This design comes from an exercise in tuning for small area and a short achievable clock period on the open sky130 flow, not from production work.
Where RTL was checked, it was by simulation tests only, not by an equivalence proof against the original.
Power and IR drop assume default switching activity.

==> xenon: inputs <==
==> flow/design.v (excerpt) <==
module FP32Multi
(
    input         clk,
    input         input_valid,
    input [31:0]  x1,
    input [31:0]  x2,
    output [31:0] y,
    output reg    out_valid
);
==> module FP32Multi, before the edit <==
module FP32Multi
(
    input         clk,
    input         input_valid,
    input [31:0]  x1,
    input [31:0]  x2,
    output [31:0] y,
    output reg    out_valid
);
function [4:0] lzc24;
    input [23:0] m;
    reg [31:0] t32;
    reg [15:0] t16;
    reg [7:0]  t8;
    reg [3:0]  t4;
    reg [1:0]  t2;
    reg z16, z8, z4, z2, z1;
    begin
        t32 = {m, 8'hff};
        z16 = ~|t32[31:16];
        t16 = z16 ? t32[15:0] : t32[31:16];
        z8  = ~|t16[15:8];
        t8  = z8 ? t16[7:0] : t16[15:8];
        z4  = ~|t8[7:4];
        t4  = z4 ? t8[3:0] : t8[7:4];
        z2  = ~|t4[3:2];
        t2  = z2 ? t4[1:0] : t4[3:2];
        z1  = ~t2[1];
        lzc24 = {z16, z8, z4, z2, z1};
    end
endfunction
wire [7:0]  e1 = x1[30:23];
wire [7:0]  e2 = x2[30:23];
wire        nz1 = |e1;
wire        nz2 = |e2;
wire        inf_0  = (&e1) | (&e2);
wire        zero_0 = ~(|x1[30:0]) | ~(|x2[30:0]);
wire [8:0]  esum_0 = {1'b0, e1[7:1], e1[0] | ~nz1} + {1'b0, e2[7:1], e2[0] | ~nz2};
wire [4:0]  lz_0 = (lzc24({1'b0, x1[22:0]}) & {5{~nz1}}) | (lzc24({1'b0, x2[22:0]}) & {5{~nz2}});
wire [24:0] bm = {nz2, x2[22:0], 1'b0};
wire [11:0] one_0, two_0, neg_0;
genvar gi;
generate for (gi = 0; gi < 12; gi = gi + 1) begin : g_booth
    assign one_0[gi] = bm[2*gi+1] ^ bm[2*gi];
    assign two_0[gi] = (bm[2*gi+2] & ~bm[2*gi+1] & ~bm[2*gi]) | (~bm[2*gi+2] & bm[2*gi+1] & bm[2*gi]);
    assign neg_0[gi] = bm[2*gi+2] & ~(bm[2*gi+1] & bm[2*gi]);
end endgenerate
reg [23:0] m1_1;
reg [11:0] one_1, two_1, neg_1;
reg        top_1;
reg [8:0]  es_1;
reg [4:0]  lz_1;
reg        s_1, v_1;
always @(posedge clk) begin
    m1_1  <= {nz1, x1[22:0]};
    one_1 <= one_0;
    two_1 <= two_0;
    neg_1 <= neg_0;
    top_1 <= nz2;
    es_1  <= inf_0 ? 9'h1ff : (zero_0 ? 9'h000 : esum_0);
    lz_1  <= lz_0;
    s_1   <= x1[31] ^ x2[31];
    v_1   <= input_valid;
end
wire [47:0] sa_1, sb_1;
FP32Mul_tree u_tree (.a(m1_1), .bone(one_1), .btwo(two_1), .bneg(neg_1), .btop(top_1),
                     .sa(sa_1), .sb(sb_1));
wire [9:0]  d      = {1'b0, es_1} + 10'd64 - {5'b0, lz_1};
wire        sub_sel = (d <= 10'd191);
wire [9:0]  shs    = 10'd150 - {1'b0, es_1};
wire [5:0]  sh     = sub_sel ? ((|shs[9:6]) ? 6'd63 : shs[5:0]) : (6'd23 - {1'b0, lz_1});
wire        ovf0   = ~sub_sel & (d >= 10'd445);
wire        ovf1   = ~sub_sel & (d >= 10'd446);
wire [7:0]  dm     = d[7:0] - 8'd190;
wire [7:0]  ex     = sub_sel ? {7'd0, d == 10'd191} : dm;
reg [47:0] sa_2, sb_2;
reg [5:0]  sh_2;
reg [7:0]  ex_2;
reg        sub_2, ovf0_2, ovf1_2, s_2, v_2;
always @(posedge clk) begin
    sa_2   <= sa_1;
    sb_2   <= sb_1;
    sh_2   <= sh;
    ex_2   <= ex;
    sub_2  <= sub_sel;
    ovf0_2 <= ovf0;
    ovf1_2 <= ovf1;
    s_2    <= s_1;
    v_2    <= v_1;
end
wire [47:0] p = sa_2 + sb_2;
wire [24:0] w = p >> sh_2;
reg [24:0] w_3;
reg [7:0]  ex_3;
reg        sub_3, ovf0_3, ovf1_3, s_3, v_3;
always @(posedge clk) begin
    w_3    <= w;
    ex_3   <= ex_2;
    sub_3  <= sub_2;
    ovf0_3 <= ovf0_2;
    ovf1_3 <= ovf1_2;
    s_3    <= s_2;
    v_3    <= v_2;
end
wire        n = ~w_3[24];
reg  [7:0]  ey;
reg  [22:0] fy;
always @* begin
    if (sub_3) begin
        ey = {7'd0, ex_3[0] & w_3[24]};
        fy = w_3[23:1];
    end else if (n ? ovf1_3 : ovf0_3) begin
        ey = 8'hff;
        fy = 23'd0;
    end else begin
        ey = n ? ex_3 - 8'd1 : ex_3;
        fy = n ? w_3[22:0] : w_3[23:1];
    end
end
reg [31:0] y_4;
always @(posedge clk) begin
    y_4       <= {s_3, ey, fy};
    out_valid <= v_3;
end
assign y = y_4;
endmodule
clock: 8.5 ns
lec_check: 0
abc_area: 1
cap_margin: 20
core_margin: 2
core_utilization: 40
setup_slack_margin: 5
slew_margin: 20
synth_hierarchical: 1
tns_end_percent: 0
run.sh (not shown) runs the stock make flow with config.mk's settings and CLKGATE_MAP_FILE= SYNTH_SCRIPT=/design/flow/synth_recipe.tcl, a recipe that flattens the netlist after the stock synthesis.
==> amber: changes against xenon <==
--- a/flow/design.v
+++ b/flow/design.v
@@ -1367,14 +1367,14 @@
 wire [47:0] sa_1, sb_1;
 FP32Mul_tree u_tree (.a(m1_1), .bone(one_1), .btwo(two_1), .bneg(neg_1), .btop(top_1),
                      .sa(sa_1), .sb(sb_1));
-wire [9:0]  d      = {1'b0, es_1} + 10'd64 - {5'b0, lz_1};
-wire        sub_sel = (d <= 10'd191);
-wire [9:0]  shs    = 10'd150 - {1'b0, es_1};
-wire [5:0]  sh     = sub_sel ? ((|shs[9:6]) ? 6'd63 : shs[5:0]) : (6'd23 - {1'b0, lz_1});
-wire        ovf0   = ~sub_sel & (d >= 10'd445);
-wire        ovf1   = ~sub_sel & (d >= 10'd446);
-wire [7:0]  dm     = d[7:0] - 8'd190;
-wire [7:0]  ex     = sub_sel ? {7'd0, d == 10'd191} : dm;
+wire signed [10:0] d   = $signed({2'b0, es_1}) - $signed({6'b0, lz_1});
+wire        sub_sel    = (d <= 11'sd127);
+wire signed [10:0] shs = 11'sd150 - $signed({2'b0, es_1});
+wire [5:0]  sh   = sub_sel ? ((shs > 11'sd63) ? 6'd63 : shs[5:0]) : (6'd23 - {1'b0, lz_1});
+wire        ovf0 = ~sub_sel & (d >= 11'sd381);
+wire        ovf1 = ~sub_sel & (d >= 11'sd382);
+wire [7:0]  dm   = d[7:0] - 8'd126;
+wire [7:0]  ex   = sub_sel ? {7'd0, d == 11'sd127} : dm;
 reg [47:0] sa_2, sb_2;
 reg [5:0]  sh_2;
 reg [7:0]  ex_2;
TNS_END_PERCENT = not set   (was 0)
==> flow_metrics.env <==
export IMPL_status="complete, no violations"
export IMPL_antenna_cells=1
export IMPL_drtPass1Iterations=8
export IMPL_synth_top_area_share_pct=27.6
export IMPL_reg2reg_from="one_1[0]$_DFF_P_"
export IMPL_seq_power_mw=2.01
export IMPL_clk_share_pct=2.96
export IMPL_gp_congestion=0.956
export IMPL_num_nonclk_buffers=184
Source of the figures above: xenon

==> flow_metrics.env <==
export IMPL_status="complete, no violations"
export IMPL_antenna_cells=0
export IMPL_drtPass1Iterations=9
export IMPL_num_nonclk_buffers=271
export IMPL_reg2reg_from="m1_1[17]$_DFF_P_"
export IMPL_seq_power_mw=2.00
export IMPL_synth_cells=4832
export IMPL_die_area_mm2=0.0769
export IMPL_clk_share_pct=3.01
export IMPL_gp_congestion=0.930
export IMPL_swShare_pct=52.1
Source of the figures above: amber

For amber, only the layout was checked, not whether the RTL still works.

========
==> 06-01 <==
FP32Multi, a different RTL version from the one above (not shown whole).
clock: 8.5 ns
lec_check: 0
cap_margin: 20
core_margin: 2
core_utilization: 40
setup_slack_margin: 5
slew_margin: 20
synth_hierarchical: 1
tns_end_percent: 0
standard.sh (not shown) runs the stock make flow with config.mk's settings and CLKGATE_MAP_FILE= SYNTH_SCRIPT=/design/flow/synth_recipe.tcl, a recipe that flattens the netlist after the stock synthesis.
==> flow/flow/run.sh <==
#!/bin/bash
# Layout flow: the standard ORFS flow, with synthesis mapped by the ABC
# script in flow/abc.script (no ABC-side buffering/sizing; OpenROAD sizes
# the gates after placement) at a tighter ABC delay target.
set -euo pipefail
HERE=$(pwd)
ABC_D=${ABC_D:-$(cat flow/abc_d.txt 2>/dev/null || echo 3300)}
{
  cat <<'EOT'
proc abc {args} {
  set new {}
  set skip 0
  foreach a $args {
    if {$skip} { set skip 0; continue }
    if {$a eq "-script"} { lappend new -script $::env(MY_ABC_SCRIPT); set skip 1; continue }
    if {$a eq "-D"} { lappend new -D $::env(MY_ABC_D); set skip 1; continue }
    lappend new $a
  }
  puts "flow abc: $new"
  yosys abc {*}$new
}
EOT
  cat synth_recipe.tcl
} > my_synth.tcl
export MY_ABC_SCRIPT=$HERE/flow/abc.script
export MY_ABC_D=$ABC_D
sed "s#SYNTH_SCRIPT=[^ ]*#SYNTH_SCRIPT=$HERE/my_synth.tcl#" standard.sh > my_standard.sh
bash my_standard.sh > flow_make.log 2>&1
==> flow/flow/abc.script <==
&get -n
&st
&dch
&nf -R 1000
&put
topo
stime -c
==> inputs of 12-16, as changes to 06-01 <==
--- a/flow/config.mk
+++ b/flow/config.mk
@@ -8,5 +8,6 @@
 export CAP_MARGIN = 20
 export CORE_MARGIN = 2
-export CORE_UTILIZATION = 40
+export CORE_UTILIZATION = 60
+export PLACE_DENSITY = 0.72
 export SETUP_SLACK_MARGIN = 5
 export SLEW_MARGIN = 20
==> notes.md <==
| metric | 12-16 | 06-01 |
|---|---|---|
| Run status | timing/DRC/antenna clean | timing/DRC/antenna clean |
| Std-Cell Rows | 70 | 86 |
| Pre-CTS setup slack | 3.36 ns | 3.34 ns |
| Overall die height | 196 µm | 239 µm |
| GR Util met3 | 10.7% | 5.55% |
| Die width | 196 µm | 239 µm |
| Share of the final layout cell area in sequential cells | 20.1% | 20.0% |
| DP Cell Count | 2866 | 3094 |
| Internal Pwr Total | 6100 µW | 6290 µW |
| Number of buffers created by CTS | 28 | 29 |
| Post-route non-filler standard cell count | 2957 | 3180 |
| Critical path arrival | 4.59 ns | 4.70 ns |
| Detail-routed net length per standard cell | 23.5 µm | 22.1 µm |
| Power per unit of standard cell area | 443 nW/µm² | 450 nW/µm² |
| Overall Power | 11600 µW | 11900 µW |
| CP max-delay cell | or4_4 | or4_1 |
| Post-CTS setup buffers | 31 | 23 |
Function was not checked in any run of this note: the RTL went through the layout flow alone.

## separate check: timing with driven ports
How much do the figures lean on ideal ports? The routed layouts below were timed once more, with nothing changed but the port constraints.
Step 1 sets driving cells, clkbuf_16 on the clock port and buf_2 on the other inputs (assumed; they add their load-dependent delay and slew).
Step 2 times the ports against the registers' clock, not the clock port: input delays grow and output delays shrink by t, the midpoint of the rising clock arrivals with the driver on.
a / b / c = ideal / step 1 / step 2; a / b = the first two.
run	t (ns)	slack for setup (ns)	hold WS [ns]	worst setup path after step 2
xenon	0.655	4.933 / 4.933 / 4.420	0.318 / 0.318 / 0.318	input to register
amber	0.671	4.989 / 4.989 / 4.383	0.324 / 0.324 / 0.324	input to register
06-01	0.635	4.291 / 4.330 / 3.694	0.320 / 0.320 / 0.320	input to register
12-16	0.626	4.370 / 4.401 / 3.775	0.326 / 0.326 / 0.326	input to register
After both steps every run listed still meets setup and hold. The setup slack of amber, which loses most, moves by 0.000 ns with the drivers and by -0.606 ns with both steps.
